Context: an optimization exercise on an open-source flow, tuned for small area, a short achievable clock period and few clock cycles. The choices shown serve that exercise and are no tape-out recipe.
No activity file was given, so power comes from the tool's default toggle rates.

==> flow/design.v <==
`timescale 1ns / 1ps
module powlib_xbar_top(clk,rst,wrdatas,wraddrs,wrvlds,wrrdys,rddatas,rdaddrs,rdvlds,rdrdys);
  localparam                       B_WRS = 4;
  localparam                       B_RDS = 3;
  localparam                       B_AW  = 2;
  localparam                       B_DW  = 8;
  localparam                       B_NP  = B_WRS*(B_WRS-1)/2;
  input     wire                   clk;
  input     wire                   rst;
  input     wire [B_WRS*B_DW-1:0]  wrdatas;
  input     wire [B_WRS*B_AW-1:0]  wraddrs;
  input     wire [B_WRS-1:0]       wrvlds;
  output    wire [B_WRS-1:0]       wrrdys;
  output    wire [B_RDS*B_DW-1:0]  rddatas;
  output    wire [B_RDS*B_AW-1:0]  rdaddrs;
  output    wire [B_RDS-1:0]       rdvlds;
  input     wire [B_RDS-1:0]       rdrdys;
  reg  [B_RDS-1:0]      vld_q;            
  reg  [B_RDS*B_DW-1:0] dat_q;            
  reg                   a0_q;             
  reg  [B_NP-1:0]       pri_q;            
  wire [B_RDS-1:0]      req [0:B_WRS-1];  
  wire [B_RDS-1:0]      tk  [0:B_WRS-1];  
  wire [B_WRS-1:0]      tkr [0:B_RDS-1];  
  wire [B_RDS-1:0]      hold;             
  wire [B_WRS*B_WRS-1:0] pri;
  genvar i, j, k;
  for (k=0; k<B_WRS; k=k+1) begin : g_pk
    for (i=0; i<B_WRS; i=i+1) begin : g_pi
      if (k==i) begin : g_eq
        assign pri[k*B_WRS+i] = 1'b0;
      end else if (k<i) begin : g_lt
        assign pri[k*B_WRS+i] = pri_q[(k*(2*B_WRS-1-k))/2+i-k-1];
      end else begin : g_gt
        assign pri[k*B_WRS+i] = ~pri_q[(i*(2*B_WRS-1-i))/2+k-i-1];
      end
    end
  end
  always @(posedge clk) begin : p_pri
    integer pk, pi;
    for (pk=0; pk<B_WRS; pk=pk+1)
      for (pi=pk+1; pi<B_WRS; pi=pi+1)
        if (rst)
          pri_q[(pk*(2*B_WRS-1-pk))/2+pi-pk-1] <= 1'b1;
        else
          pri_q[(pk*(2*B_WRS-1-pk))/2+pi-pk-1] <= pri[((pk+B_WRS-1)%B_WRS)*B_WRS+((pi+B_WRS-1)%B_WRS)];
  end
  for (j=0; j<B_RDS; j=j+1) begin : g_hold
    assign hold[j] = vld_q[j] & ~rdrdys[j];
  end
  wire [B_RDS-1:0]      t   [0:B_WRS-1];
  for (i=0; i<B_WRS; i=i+1) begin : g_wr
    for (j=0; j<B_RDS; j=j+1) begin : g_rd
      wire             x;
      wire [B_WRS-2:0] m;
      powlib_xbar_xterm #(.J(j)) xterm_inst (
        .addr(wraddrs[i*B_AW+:B_AW]),.vld(vld_q[j]),.rdy(rdrdys[j]),.x(x));
      for (k=0; k<B_WRS-1; k=k+1) begin : g_o
        powlib_xbar_bterm #(.J(j)) bterm_inst (
          .vld(wrvlds[(i+1+k)%B_WRS]),.addr(wraddrs[((i+1+k)%B_WRS)*B_AW+:B_AW]),
          .pri(pri[((i+1+k)%B_WRS)*B_WRS+i]),.m(m[k]));
      end
      powlib_xbar_rterm rterm_inst (.x(x),.m(m),.t(t[i][j]));
      assign req[i][j] = wrvlds[i] & x;
      assign tk[i][j]  = wrvlds[i] & ~t[i][j];
      assign tkr[j][i] = tk[i][j];
    end
    assign wrrdys[i] = ~&t[i];
  end
  for (j=0; j<B_RDS; j=j+1) begin : g_rd
    wire [B_DW-1:0] d;
    powlib_xbar_dmux #(.W(B_DW)) dmux_inst (
      .sel({hold[j], tkr[j]}),
      .din({dat_q[j*B_DW+:B_DW], wrdatas}),
      .dout(d));
    always @(posedge clk) begin
      if (rst)
        vld_q[j] <= 1'b0;
      else
        vld_q[j] <= hold[j] | req[0][j] | req[1][j] | req[2][j] | req[3][j];
      dat_q[j*B_DW+:B_DW] <= d;
    end
    assign rddatas[j*B_DW+:B_DW] = dat_q[j*B_DW+:B_DW];
    assign rdvlds[j]             = vld_q[j];
  end
  always @(posedge clk) begin
    a0_q <= (tk[0][2] & wraddrs[0]) | (tk[1][2] & wraddrs[2]) |
            (tk[2][2] & wraddrs[4]) | (tk[3][2] & wraddrs[6]) | (hold[2] & a0_q);
  end
  assign rdaddrs = {1'b0, a0_q, 2'b10, 2'b11};
endmodule
module powlib_xbar_xterm(addr,vld,rdy,x);
  parameter         J = 0;
  input  wire [1:0] addr;
  input  wire       vld;    
  input  wire       rdy;    
  output wire       x;
  wire              dec = (J==0) ? ( addr[1] &  addr[0]) :
                          (J==1) ? ( addr[1] & ~addr[0]) :
                                   (~addr[1]);
  assign x = dec & (~vld | rdy);
endmodule
module powlib_xbar_bterm(vld,addr,pri,m);
  parameter         J = 0;
  input  wire       vld;
  input  wire [1:0] addr;
  input  wire       pri;
  output wire       m;
  wire              dec = (J==0) ? ( addr[1] &  addr[0]) :
                          (J==1) ? ( addr[1] & ~addr[0]) :
                                   (~addr[1]);
  assign m = ~(vld & dec & pri);
endmodule
module powlib_xbar_rterm(x,m,t);
  input  wire       x;
  input  wire [2:0] m;
  output wire       t;
  assign t = ~(x & (&m));
endmodule
module powlib_xbar_dmux(sel,din,dout);
  parameter                W = 8;
  parameter                N = 5;
  input  wire [N-1:0]      sel;
  input  wire [N*W-1:0]    din;
  output wire [W-1:0]      dout;
  genvar b, n;
  for (b=0; b<W; b=b+1) begin : g_bit
    wire [N-1:0] t;
    for (n=0; n<N; n=n+1) begin : g_word
      assign t[n] = sel[n] & din[n*W+b];
    end
    assign dout[b] = |t;
  end
endmodule
Settings: LEC_CHECK=0, CAP_MARGIN=20, CORE_MARGIN=2, CORE_UTILIZATION=40, SETUP_SLACK_MARGIN=1.2, SLEW_MARGIN=20, SYNTH_HIERARCHICAL=1, SYNTH_MINIMUM_KEEP_SIZE=0; clock period 3.6 ns.
standard.sh (not shown) runs the stock make flow with config.mk's settings and CLKGATE_MAP_FILE= SYNTH_SCRIPT=/design/flow/synth_recipe.tcl, a recipe that flattens the netlist after the stock synthesis.
==> flow/flow/run.sh <==
#!/bin/bash
# Standard layout, except that the port buffers are the smallest plain
# buffer (the resizer upsizes the ones on critical paths) instead of the
# delay buffer buffer_ports picks by default.
set -euo pipefail
export BUFFER_PORTS_ARGS="-buffer_cell sky130_fd_sc_hd__buf_1"
bash standard.sh > standard.log 2>&1
Next try:
- SETUP_SLACK_MARGIN: 1.2 -> 1.4
The changed run finished with timing, DRC and antenna clean; sequential share of layout area drops by 1.2 points; routed wire length rises by 2.1%; clock-buffer cell count does not change; die area is unchanged; global-route usage goes up by 0.25 points; non-clock buffer count grows by 4; utilization increases by 2.4 points; fmax went up by 5.9%; design area rises by 4.7%.
Next try:
- CTS_BUF_LIST: unset -> sky130_fd_sc_hd__clkbuf_4
- CTS_CLUSTER_DIAMETER: unset -> 100
- CTS_CLUSTER_SIZE: unset -> 40
- SETUP_SLACK_MARGIN: 1.4 -> 1.45
The new run completed without violations.
Register-to-register slack degrades by 0.13 ns.
Worst setup slack degrades by 0.030 ns.
Die area does not change.
Power falls by a few percent.
Next try:
- SETUP_SLACK_MARGIN: 1.45 -> 1.3
The changed run produced a clean layout.
Cell count decreases by a few percent.
Design area decreases by a little under a tenth.
Worst setup slack got worse by 0.013 ns.
Global-route usage decreases by 0.62 points.
Clock-buffer cell count is unchanged.
Total power decreases by a few percent.
Synthesized cell count stays the same.
Area after synthesis is unchanged.
Routed wire length decreases by a few percent.
Fmax decreases slightly.
Function was not checked in any run of this note: the RTL went through the layout flow alone.

what the ideal ports hide:
The flow's constraints put no driver on any port. The routed layouts listed below were extracted and timed again, unchanged, in two steps. Step 1 sets driving cells, clkbuf_16 on the clock port and buf_2 on the other inputs (assumed; they add their load-dependent delay and slew). Step 2 moves the port delays by t, midway between the first and last clock arrival at a register: inputs arrive t later, outputs are due t later. That takes back most of the time a late clock gives input paths. a / b / c = ideal ports / drivers / drivers and shift; a / b = the first two.
run	t (ns)	setup WS [ns]	latest minus earliest clock arrival (ns)
the first run	0.314	1.264 / 1.238 / 1.186	0.008 / 0.008
the second run	0.313	1.393 / 1.343 / 1.241	0.008 / 0.008
the third run	0.367	1.362 / 1.316 / 1.100	0.014 / 0.014
the fourth run	0.369	1.349 / 1.327 / 1.255	0.012 / 0.012
After both steps every run listed still meets setup and hold. The setup slack of the third run, which loses most, moves by -0.046 ns with the drivers and by -0.262 ns with both steps.
